Source: an optimization exercise on an open RTL-to-GDS flow (aim: small area). Production flows keep margins and buffers that such runs may drop. Only simulation tests tie the RTL to the original design; equivalence was not proved. In this run the design's own scripts or RTL, not TritonCTS, make the clock network. The clock input has no modelled driver; a real chip could not lean on it and would need a root buffer or a full tree. Power is estimated from default activity; no workload was simulated.

### design.v
`timescale 1ns / 1ps
module vlc_tx(
    input pclk,
    input resetn,
    input [31:0] fifo_data,
    input fifo_empty,
    input [1:0] dim,
    output reg fifo_rd_en,
    output reg tx_out,
    output reg led_check
);
    localparam IDLE = 2'd1;
    localparam SYNC = 2'd3;
    localparam SEND = 2'd2;
    localparam WAIT = 2'd0;
    reg [5:0] cnt;
    wire trig = (~cnt[5] & cnt[4] & ~cnt[2]);                                          
    wire c_first = (~cnt[5] & cnt[4] & cnt[0]);                                        
    wire c_2 = (cnt[5] & ~cnt[4] & ~cnt[3] & ~cnt[2] & ~cnt[1] & ~cnt[0]);                 
    wire c_49 = (~cnt[5] & ~cnt[4] & cnt[3] & cnt[2] & cnt[1] & cnt[0]);                
    reg [1:0] state;
    reg idle_d;                          
    reg [4:0] blo;                       
    reg [3:0] bhi;                       
    reg [1:0] wbyte;                     
    reg [3:0] wbit;
    reg [1:0] nbyte;                     
    reg [3:0] nbit;                      
    reg txb;                             
    reg [2:0] look;                      
    reg par;                             
    wire in_idle = (state == IDLE);
    wire in_sync = (state == SYNC);
    wire in_send = (state == SEND);
    function [3:0] bit_step;
        input [3:0] s;
        bit_step = {s[2:0], s[0] ^ s[2] ^ ~(s[0] | s[3])};
    endfunction
    function bit_par;                    
        input [3:0] s;
        bit_par = ~s[3] & ~s[2] & ~s[0];
    endfunction
    reg [7:0] bytesel;
    integer k;
    always @(*) begin
        for (k = 0; k < 8; k = k + 1) begin
            case (nbyte)
                2'b00: bytesel[k] = fifo_data[31 - k];
                2'b01: bytesel[k] = fifo_data[23 - k];
                2'b11: bytesel[k] = fifo_data[15 - k];
                default: bytesel[k] = fifo_data[7 - k];
            endcase
        end
    end
    wire [7:0] bitsel = {bytesel[2], bytesel[3], bytesel[4], bytesel[6],
                         bytesel[1], bytesel[5], bytesel[0], bytesel[7]};
    wire n_par = bit_par(nbit);
    wire fetched = n_par ? par : bitsel[nbit[2:0]];
    always @(posedge pclk) begin
        if (!resetn)
            cnt <= 6'd30;
        else if (trig)
            cnt <= 6'd31;
        else
            cnt <= cnt + 6'd1;
    end
    wire lo_carry = (blo[4] & ~blo[3] & ~blo[2] & ~blo[1] & ~blo[0]);
    wire bc_344 = (bhi[3] & bhi[1] & bhi[0] & ~blo[4] & blo[3] & blo[1] & ~blo[0]);
    wire bc_334 = (bhi[3] & bhi[1] & bhi[0] & blo[4] & blo[3] & blo[2]);
    wire bc_9 = (~bhi[2] & ~bhi[1] & ~bhi[0] & blo[3] & ~blo[0]);
    wire bc_0 = (~bhi[2] & ~bhi[1] & ~bhi[0] & ~blo[2] & ~blo[1] & ~blo[0]);
    wire bc_5 = (~bhi[2] & ~bhi[1] & ~bhi[0] & blo[4] & ~blo[2]);
    wire bc_m7 = (~blo[4] & blo[3] & ~blo[2] & blo[1] & blo[0]);
    reg [1:0] nxt;
    always @(*) begin
        nxt = state;
        case (state)
            IDLE: if (par) nxt = SYNC;
            SYNC: if (bc_9) nxt = SEND;
            SEND: begin
                if (bc_m7 && fifo_empty) nxt = IDLE;
                if (bc_334) nxt = WAIT;
            end
            WAIT: if (bc_344) nxt = IDLE;
        endcase
    end
    always @(posedge pclk) begin
        if (!resetn) begin
            state <= IDLE;
            idle_d <= 1'b1;
            blo <= 5'd0;
            bhi <= 4'd0;
        end else begin
            idle_d <= in_idle;
            if (trig) begin
                state <= nxt;
                if (!in_idle) begin
                    if (bc_344) begin
                        blo <= 5'd0;
                        bhi <= 4'd0;
                    end else begin
                        blo <= {blo[3:0], blo[4] ^ blo[2] ^ (blo[3:0] == 4'd0)};
                        if (lo_carry)
                            bhi <= {bhi[2:0], ~(bhi[0] ^ bhi[3])};
                    end
                end
            end
        end
    end
    wire w_32 = (wbyte == 2'b10) & wbit[3] & ~wbit[2] & wbit[1];    
    always @(posedge pclk) begin
        if (in_idle) begin
            wbyte <= 2'b11;
            wbit <= 4'd0;
        end else if (trig) begin
            wbit <= bit_step(wbit);
            if (bit_par(wbit))
                wbyte <= {wbyte[0], ~wbyte[1]};
        end
    end
    wire r = nbit[3];
    wire [2:0] q = nbit[2:0];
    wire q_step = r ? c_49 : c_first;
    wire bc_6 = (~bhi[2] & ~bhi[1] & ~bhi[0] & blo[2] & blo[0]);
    wire restart = w_32 || (in_sync && bc_6);
    always @(posedge pclk) begin
        if (!resetn) begin
            nbit <= 4'b1000;
            par <= 1'b0;
        end else if (in_sync || in_send) begin
            if (c_first) begin
                if (restart) begin
                    nbyte <= 2'b00;
                    nbit <= 4'd1;        
                    par <= 1'b1;
                end else begin
                    par <= n_par ? 1'b1 : par ^ fetched;
                    nbit <= bit_step(nbit);
                    if (n_par)
                        nbyte <= {nbyte[0], ~nbyte[1]};
                end
            end
        end else if (in_idle) begin
            par <= ~fifo_empty | (idle_d & par);
            if (!idle_d)
                nbit <= 4'd0;
            else if (q_step)
                nbit <= {r, q[1], q[0], ~q[1]};
        end
    end
    always @(posedge pclk)
        if (c_first)
            look <= {fetched, look[2:1]};
    always @(posedge pclk) begin
        case (state)
            IDLE: if (trig) txb <= ~txb;
            SYNC: begin
                if (bc_0) txb <= 1'b1;
                else if (bc_5) txb <= 1'b0;
            end
            SEND: if (c_first) txb <= look[0];
            WAIT: txb <= 1'b0;
        endcase
    end
    always @(posedge pclk) begin
        if (!resetn)
            fifo_rd_en <= 1'b1;
        else
            fifo_rd_en <= in_idle ? fifo_empty : (in_send && w_32 && c_2);
    end
    wire f30n = (~cnt[5]) | (cnt[4] & cnt[3] & cnt[2] & cnt[1]);
    wire f20n = (~cnt[5]) | (cnt[4] & cnt[2]) | (cnt[4] & cnt[3]);
    wire f30r = (~cnt[5] & ~cnt[4]) | (cnt[5] & cnt[4] & cnt[3] & cnt[2]);
    wire f20r = (~cnt[5] & ~cnt[4]) | (cnt[5] & cnt[4] & cnt[2]) | (cnt[4] & cnt[3] & ~cnt[2]) | (cnt[4] & ~cnt[3] & cnt[1]);
    wire f30 = r ? f30r : f30n;
    wire f20 = r ? f20r : f20n;
    reg pattern;
    always @(*) begin
        case (dim)
            2'd2: pattern = q[2] | (q[1] & f30);
            2'd1: pattern = q[2];
            default: pattern = q[2] & (~q[1] | f20);
        endcase
    end
    wire sh_win_inv = (cnt[5] & ~cnt[3]) | (cnt[5] & ~cnt[4]) | (cnt[5] & ~cnt[2] & ~cnt[1]);      
    wire sh_win_force = (cnt[4] & cnt[3] & ~cnt[1]) | (cnt[4] & cnt[3] & ~cnt[2]) | (cnt[4] & ~cnt[3] & cnt[2] & cnt[0]) | (cnt[5] & cnt[4] & cnt[2] & cnt[1] & ~cnt[0]);    
    wire sh_inv = in_send && sh_win_inv;
    wire sh_force = in_send && sh_win_force && !dim[0];
    wire shaped = sh_force ? dim[1] : txb ^ sh_inv;
    always @(posedge pclk) begin
        if (!resetn) begin
            tx_out <= 1'b0;
            led_check <= 1'b0;
        end else begin
            tx_out <= idle_d ? pattern : shaped;
            led_check <= idle_d && (dim == 2'd1);
        end
    end
endmodule
### flow/run.sh
#!/bin/bash
# Own layout flow: the standard ORFS flow (standard.sh) with these changes to how
# the layout is made:
#  - logic mapping: synthesis (ORFS's and the standard flow's own, synth_recipe.tcl) is run once with
#    each ABC script flow/abc_*.script in place of ORFS's delay-oriented abc_speed.script
#    (up to NUM_CORES at a time, each in trials/<script>/), and the layout continues from
#    the synthesis whose netlist has the smallest cell area (ties: first in name order).
#    Besides flow/abc_*.script, 40 scripts made from flow/deepsyn.template run ABC's
#    &deepsyn (seeds 1..40) with a time limit, so their results can vary from run to
#    run; the netlist chosen is the one the layout is made from;
#  - port buffers are sky130_fd_sc_hd__buf_1 instead of the larger cell buffer_ports picks;
#  - if flow/clock.txt exists ("CELL N"), the clock is buffered by flow/clock_buffer.tcl
#    with N buffers of type CELL driven by the clock port, in place of clock_tree_synthesis;
set -euo pipefail
WORK=$(pwd)
rm -rf "$WORK/scripts_base" "$WORK/trials" "$WORK/orfs" "$WORK/abc_gen"
mkdir -p "$WORK/trials"
cp -r "$FLOW_HOME/scripts" "$WORK/scripts_base"
if [[ -f "$WORK/flow/clock.txt" ]]; then
  read -r OWN_CLK_BUF OWN_CLK_NBUF < "$WORK/flow/clock.txt"
  export OWN_CLK_BUF OWN_CLK_NBUF
  grep -q '^log_cmd clock_tree_synthesis {\*}$cts_args$' "$WORK/scripts_base/cts.tcl"
  sed -i "s|^log_cmd clock_tree_synthesis {\*}\$cts_args\$|source $WORK/flow/clock_buffer.tcl|" "$WORK/scripts_base/cts.tcl"
fi
STAT_REL="orfs/reports/$FLOW_PLATFORM/vlc_tx/base/synth_stat.txt"

run_trial() {
  local name=$1 script=$2
  local d="$WORK/trials/$name"
  mkdir -p "$d"
  cp -r "$WORK/scripts_base" "$d/scripts"
  cp "$script" "$d/scripts/abc_speed.script"
  sed "s|$WORK/orfs|$d/orfs|g" "$WORK/standard.sh" > "$d/std.sh"
  if timeout 900 bash "$d/std.sh" SCRIPTS_DIR="$d/scripts" synth > "$d/make.log" 2>&1; then
    grep -E "Chip area for (top )?module" "$d/$STAT_REL" | tail -1 | awk '{print $NF}' > "$d/area.txt"
  fi
}

# the &deepsyn scripts: flow/deepsyn.template with seeds 1..40, half of them with more
# area-flow rounds in the mapper
mkdir -p "$WORK/abc_gen"
for seed in $(seq 1 40); do
  nf=""
  if (( seed > 20 )); then nf="-F 8 -A 8"; fi
  sed -e "s|@SEED@|$seed|" -e "s|@NF@|$nf|" "$WORK/flow/deepsyn.template" \
    > "$WORK/abc_gen/abc_z$(printf %02d "$seed").script"
done
SCRIPTS=("$WORK"/flow/abc_*.script "$WORK"/abc_gen/abc_z*.script)

jobs_max=${NUM_CORES:-4}
for s in "${SCRIPTS[@]}"; do
  while [[ $(jobs -rp | wc -l) -ge $jobs_max ]]; do sleep 1; done
  run_trial "$(basename "$s" .script)" "$s" &
done
wait

best=""; best_area=""
for s in "${SCRIPTS[@]}"; do
  name=$(basename "$s" .script)
  a=$(cat "$WORK/trials/$name/area.txt" 2>/dev/null || true)
  echo "$name ${a:-failed}" >> "$WORK/trials/areas.txt"
  [[ -n "$a" ]] || continue
  if [[ -z "$best" ]] || awk -v a="$a" -v b="$best_area" 'BEGIN{exit !(a < b)}'; then
    best=$name; best_area=$a
  fi
done
echo "chosen ${best:-none} $best_area" >> "$WORK/trials/areas.txt"
if [[ -n "$best" ]]; then
  mv "$WORK/trials/$best/orfs" "$WORK/orfs"
  scripts="$WORK/trials/$best/scripts"
else
  scripts="$WORK/scripts_base"
fi
bash "$WORK/standard.sh" \
  SCRIPTS_DIR="$scripts" \
  BUFFER_PORTS_ARGS="-buffer_cell sky130_fd_sc_hd__buf_1" \
  finish > "$WORK/flow_make.log" 2>&1
### flow/abc_s4.script
strash
&get -n
&fraig -x
&put
scorr
dc2
dretime
strash
&get -n
&dch -f
&nf -a -p
&put
### flow/abc_t2.script
strash
&get -n
&fraig -x
&put
scorr
dc2
dc2
dc2
strash
&get -n
&dch -f
&nf -a -p
&put
### flow/abc_t4.script
strash
&get -n
&fraig -x
&put
scorr
dc2
dretime
strash
&get -n
&dch -f
&nf -a -p -R 1000
&put
### flow/abc_u1.script
strash
&get -n
&fraig -x
&put
scorr
dc2
dc2
dc2
dc2
strash
&get -n
&dch -f
&nf -a -p
&put
### flow/abc_u3.script
strash
&get -n
&fraig -x
&put
scorr
dc2
dc2
dc2
strash
&get -n
&dch
&nf -a -p
&put
### flow/abc_u6.script
strash
&get -n
&fraig -x
&put
scorr
dc2
dc2
dc2
strash
&get -n
&dch -f
&nf -a -p -F 8 -A 4
&put
### flow/abc_u7.script
strash
dc2
dc2
dc2
strash
&get -n
&dch -f
&nf -a -p
&put
### flow/abc_w3.script
strash
&get -n
&fraig -x
&put
scorr
dc2
dc2
strash
&get -n
&dch -f
&nf -a -p -R 1000
&put
### flow/abc_w4.script
strash
&get -n
&fraig -x
&put
scorr
dc2
dretime
strash
&get -n
&dch -f
&nf -a -p -R 1000
&put
&get -n
&st
&dch -f
&nf -a -p -R 1000
&put
### flow/clock.txt
sky130_fd_sc_hd__buf_4 4
### flow/clock_buffer.tcl
# Clock buffering in place of clock_tree_synthesis (sourced by cts.tcl).
# The clock port drives OWN_CLK_NBUF buffers of type OWN_CLK_BUF; the clock
# pins are split between them by position (sorted by x, then y in each half),
# each buffer placed at the centre of its sinks. All registers get the same
# buffer type and the same kind of wiring, so no register's clock is made
# early or late on purpose.
set block [ord::get_db_block]
set db [ord::get_db]
set master [$db findMaster $::env(OWN_CLK_BUF)]
set nbuf $::env(OWN_CLK_NBUF)
set clk_port_name [get_full_name [lindex [get_property [lindex [all_clocks] 0] sources] 0]]
set clk_net [[$block findBTerm $clk_port_name] getNet]
set clk_net_name [$clk_net getName]
set sinks {}
foreach it [$clk_net getITerms] {
  set inst [$it getInst]
  set loc [$inst getLocation]
  lappend sinks [list $it [lindex $loc 0] [lindex $loc 1]]
}
set sinks [lsort -integer -index 1 $sinks]
set n [llength $sinks]
puts "own clock buffering: $n sinks on $clk_net_name, $nbuf x $::env(OWN_CLK_BUF)"
# split into groups of nearly equal size: columns by x, and for 4 groups also rows by y
proc split_groups {lst k idx} {
  set out {}
  set n [llength $lst]
  for {set g 0} {$g < $k} {incr g} {
    set a [expr {($g * $n) / $k}]
    set b [expr {(($g + 1) * $n) / $k - 1}]
    lappend out [lrange $lst $a $b]
  }
  return $out
}
if {$nbuf == 4} {
  set groups {}
  foreach half [split_groups $sinks 2 1] {
    set half [lsort -integer -index 2 $half]
    foreach q [split_groups $half 2 2] { lappend groups $q }
  }
} else {
  set groups [split_groups $sinks $nbuf 1]
}
set i 0
foreach grp $groups {
  set sx 0; set sy 0
  foreach s $grp { incr sx [lindex $s 1]; incr sy [lindex $s 2] }
  set cx [expr {$sx / [llength $grp]}]
  set cy [expr {$sy / [llength $grp]}]
  set inst [odb::dbInst_create $block $master "clkbuf_own_$i"]
  set net [odb::dbNet_create $block "clknet_own_$i"]
  $net setSigType CLOCK
  foreach s $grp {
    set it [lindex $s 0]
    $it disconnect
    $it connect $net
  }
  [$inst findITerm A] connect $clk_net
  [$inst findITerm X] connect $net
  $inst setLocation $cx $cy
  $inst setPlacementStatus PLACED
  puts "  clkbuf_own_$i: [llength $grp] sinks at ($cx, $cy)"
  incr i
}
set_propagated_clock [all_clocks]
### flow/deepsyn.template
strash
&get -n
&fraig -x
&put
scorr
dc2
strash
&get -n
&deepsyn -T 30 -S @SEED@
&dch -f
&nf -a -p -R 1000 @NF@
&put
### standard.sh
#!/bin/bash
# synth_recipe.tcl (not shown) runs the flow's synth.tcl, then flattens the netlist and writes it again
# the make line also repeats each setting of config.mk as NAME=value (left out here)
make -C /OpenROAD-flow-scripts/flow DESIGN_CONFIG=/design/flow/config.mk WORK_HOME=/design/flow/orfs CLKGATE_MAP_FILE= SYNTH_SCRIPT=/design/flow/synth_recipe.tcl "${@:-finish}"
### config.mk
export PLATFORM = sky130hd
export DESIGN_NAME = vlc_tx
export DESIGN_NICKNAME = vlc_tx
export VERILOG_FILES = /design/flow/design.v
export SDC_FILE = /design/flow/constraint.sdc
export NUM_CORES = 4
export LEC_CHECK = 0
export CAP_MARGIN = 20
export CORE_MARGIN = 2
export CORE_UTILIZATION = 40
export GPL_TIMING_DRIVEN = 0
export SLEW_MARGIN = 20
### constraint.sdc
create_clock -name core_clock -period 10.0 [get_ports {pclk}]
set_input_delay 2.0000 -clock core_clock [delete_from_list [all_inputs] [get_ports {pclk}]]
set_output_delay 2.0000 -clock core_clock [all_outputs]
set_load 0.01 [all_outputs]
==> summary.md <==
| Metric | Value |
|---|---|
| Peak supply drop | 90.3 µV |
| Critical-path maximum fanout | 2 |
| Synthesized net count | 276 |
| Hold-fix buffers, CTS | 0 |
| Core ar. | 4690 µm² |
| Footprint of the multi-input gates | 1080 µm² |
| Area share of the largest cell type after synthesis | 33.0% |
| Initial DRC count | 103 |
| Vias in the first global route | 1697 |
| Boundary Pins | 40 |
| HP Start | look[2]$_DFFE_PP_ |
| DR vias/cell | 5.60 |
| Outcome | finished clean |
| DIE AREA | 5420 µm² |
| Routability cong. | 0.830 |
| All-Layer GR Usage | 16.9% |
| Pre-CTS WS | 6.32 ns |
| Total number of vias | 1866 |
| WS Path Type | in2reg |
| RSZ-0062 raised after global routing | false |
| Remaining antenna violation count | 0 |
| Resized cells post-CTS | 0 |
| Maxcap violations | 0 |
| Initial antenna violation count | 0 |
| Worst Tran Pin Value | 0.729 ns |
| R2r endpoint | par$_SDFFE_PN0P_ |
| Fraction of registers with async set/reset | 0% |
| Largest net degree at the start of global routing | 19 |
| Port Buffers | 39 |
| Sequential share of the synthesized area | 42.3% |
| Period minus WS final | 3.51 ns |
| Fin nets | 321 |
| Top_reg_cell synth | dfxtp_1 |
| Dpl hpwl | 3280 µm |
| Area delta synth->final | 12.6% |
| Top cells by count, synth | nand2_1 (35), dfxtp_1 (32), nor2_1 (28) |
| Post-synth top area cell | dfxtp_1 |
| Starting Density | 41.3% |
| CTS clk-pin slew, worst paths | 0.08 ns |
| R2R depth | 11 |
| Period utilization | 35.1% |
| DRC Markers | 0 |
| Layout cell share with drive strength beyond 1 | 1.43% |
| Global-route wire length before repair | 7690 µm |
| Number of antenna diodes | 0 |
| R2r setup slk | 7.36 ns |
| Clock latency on the worst-skew pair | 0.14 ns |
| WL/cell | 13.3 µm |
| Max_slew headroom | 51.4% |
| Synth Register Bits | 38 |
| Reg area | 821 µm² |
| Pwr Density | 145 nW/µm² |
| Hold Path Depth | 0 |
| Hold Fails Final Rpt | 0 |
| Worst Setup Slack, final | 6.49 ns |
| Fill count | 497 |
| Worst r2r src | nbit[2]$_SDFFE_PN0P_ |
| Iteration count of the initial detailed-routing pass | 4 |
| Top post-synthesis cells by area | dfxtp_1 (33%), edfxtp_1 (9.3%), nand2_1 (6.8%) |
| Area of the mapped netlist | 1940 µm² |
| Ys Warns | 1 |
| Most frequent cell after synthesis | nand2_1 |
| Number of flops mapped to enable cells by yosys | 6 |
| Post-CTS Setup Bufs | 0 |
| Row count | 25 |
| Avg Inst Size Synth | 8.22 µm² |
| Worst Hold Class | reg2reg |
| Clock skew | 0.0176 ns |
| Final Setup Violations | 0 |
| CP startpoint | fifo_data[9] |
| FMAX | 285 MHz |
| Synth cell types | 45 |
| Slew Limit Fails | 0 |
| Die height | 73.6 µm |
| CP endpoint kind | flop |
| Worst Hold End | look[1]$_DFFE_PP_ |
| Die X | 73.6 µm |
| Final WL | 4440 µm |
| Leak Pwr | 0.750 nW |
| WP data arrival | 3.53 ns |
| Worst EP required | 10.02 ns |
| Startpoint types | input pin |
| Setup total negative slack | 0 ns |
| Overflow after GRT | 0 |
| Synthesized instance count | 236 |
[metrics by stage]
stage / hold slack (ns) / util, % / cells / cell area, µm² / power (mW)
3_5_place_dp: 0.416 / 45.9 / 329 / 2150 / 0.261
2_1_floorplan: 0.400 / - / 236 / 1940 / 0.238
3_3_place_gp: 0.404 / 45.9 / 329 / 2150 / 0.260
5_1_grt: 0.457 / 46.5 / 333 / 2180 / 0.339
6_report: 0.426 / 46.5 / 333 / 2180 / 0.317
4_1_cts: 0.428 / 46.5 / 333 / 2180 / 0.320
[cell usage in the layout (no fill, tap or decap), types with 3 or more instances in the layout]
cell type / n
a21oi_1: 20
a222oi_1: 3
a22o_1: 7
a22oi_1: 4
a31oi_1: 4
buf_1: 39
buf_4: 4
clkinv_1: 9
dfxtp_1: 32
edfxtp_1: 6
ha_1: 3
nand2_1: 35
nand3_1: 9
nand4_1: 5
nor2_1: 28
nor2b_1: 4
nor3_1: 5
nor4b_1: 3
o211ai_1: 6
o21ai_0: 19
[area by class of cell]
cell class                      count  share of cell area [%]
Timing Repair Buffer               39                    6.70
Inverter                            9                    1.55
Tap cell                           54                    3.09
Sequential cell                    38                    37.6
Buffer                              4                    1.38
Multi-Input combinational cell    189                    49.7
[metal layers]
| metal | global-route usage, % | routed length (µm) |
|---|---|---|
| met1 | 25.3 | 2210 |
| met2 | 27.2 | 1890 |
| met3 | 1.78 | 291 |
| met4 | 1.82 | 39 |
| met5 | 0 | 0 |
[cell families (layout without fill, tap and decap cells)]
group | Yosys count | after routing | synth area share [%]
compound gates | 80 | 80 | 27.1
flops | 38 | 38 | 42.3
simple gates | 102 | 102 | 25.0
xor+xnor | 3 | 3 | 1.36
fa+ha+maj | 3 | 3 | 1.94
mux | 1 | 1 | 0.516
buf+inv | 9 | 52 | 1.74
[power by group]
part	internal (mW)	switching, mW
logic	0.0301	0.0381
registers	0.170	0.0200
clock network	0.0210	0.0383
total	0.221	0.0964
[flip-flops by register name, indices dropped and copies added, names as in the netlist]
register and count:
state 2, wbit 4, led_check 1, nbyte 2, nbit 4, par 1
look 3, idle_d 1, blo 5, tx_out 1, fifo_rd_en 1, txb 1
wbyte 2, bhi 4, cnt 6
[critical path, cell delays in order]
cell,delay [ns]
buf_1,0.07
a222oi_1,0.29
nand3_1,0.11
a21oi_1,0.16
a2111oi_0,0.08
a31oi_1,0.20
nor3_1,0.08
xnor2_1,0.15
nor2_1,0.06
a311o_1,0.32
[worst max-delay path by stage]
stage | to | slack (ns)
finish | par$_SDFFE_PN0P_ | 6.49
global route | bhi[2]$_SDFFE_PN0P_ | 6.33
CTS | par$_SDFFE_PN0P_ | 6.46
detailed placement | par$_SDFFE_PN0P_ | 6.32
global placement | par$_SDFFE_PN0P_ | 6.34
floorplan | par$_SDFFE_PN0P_ | 6.57

[separate check: timing with driven ports]
How much do the figures lean on ideal ports? The routed layout below was timed once more, with nothing changed but the port constraints.
Step 1, drivers: a clkbuf_16 drives pclk and a buf_2 each remaining input, both assumed.
Step 2 also shifts input and output timing later by t, the mid clock arrival at the registers, as if the neighbouring blocks saw the same clock.
Three values: ideal, step 1, step 2; two values: the first two.
t, ns: 0.180
setup slack, ns: 6.490 / 6.519 / 6.339
slew at the worst register clock pin (ns): 0.10 / 0.10
After both steps this run still meets setup and hold. For this run, drivers alone change the setup slack by +0.029 ns; drivers and shift together by -0.151 ns.
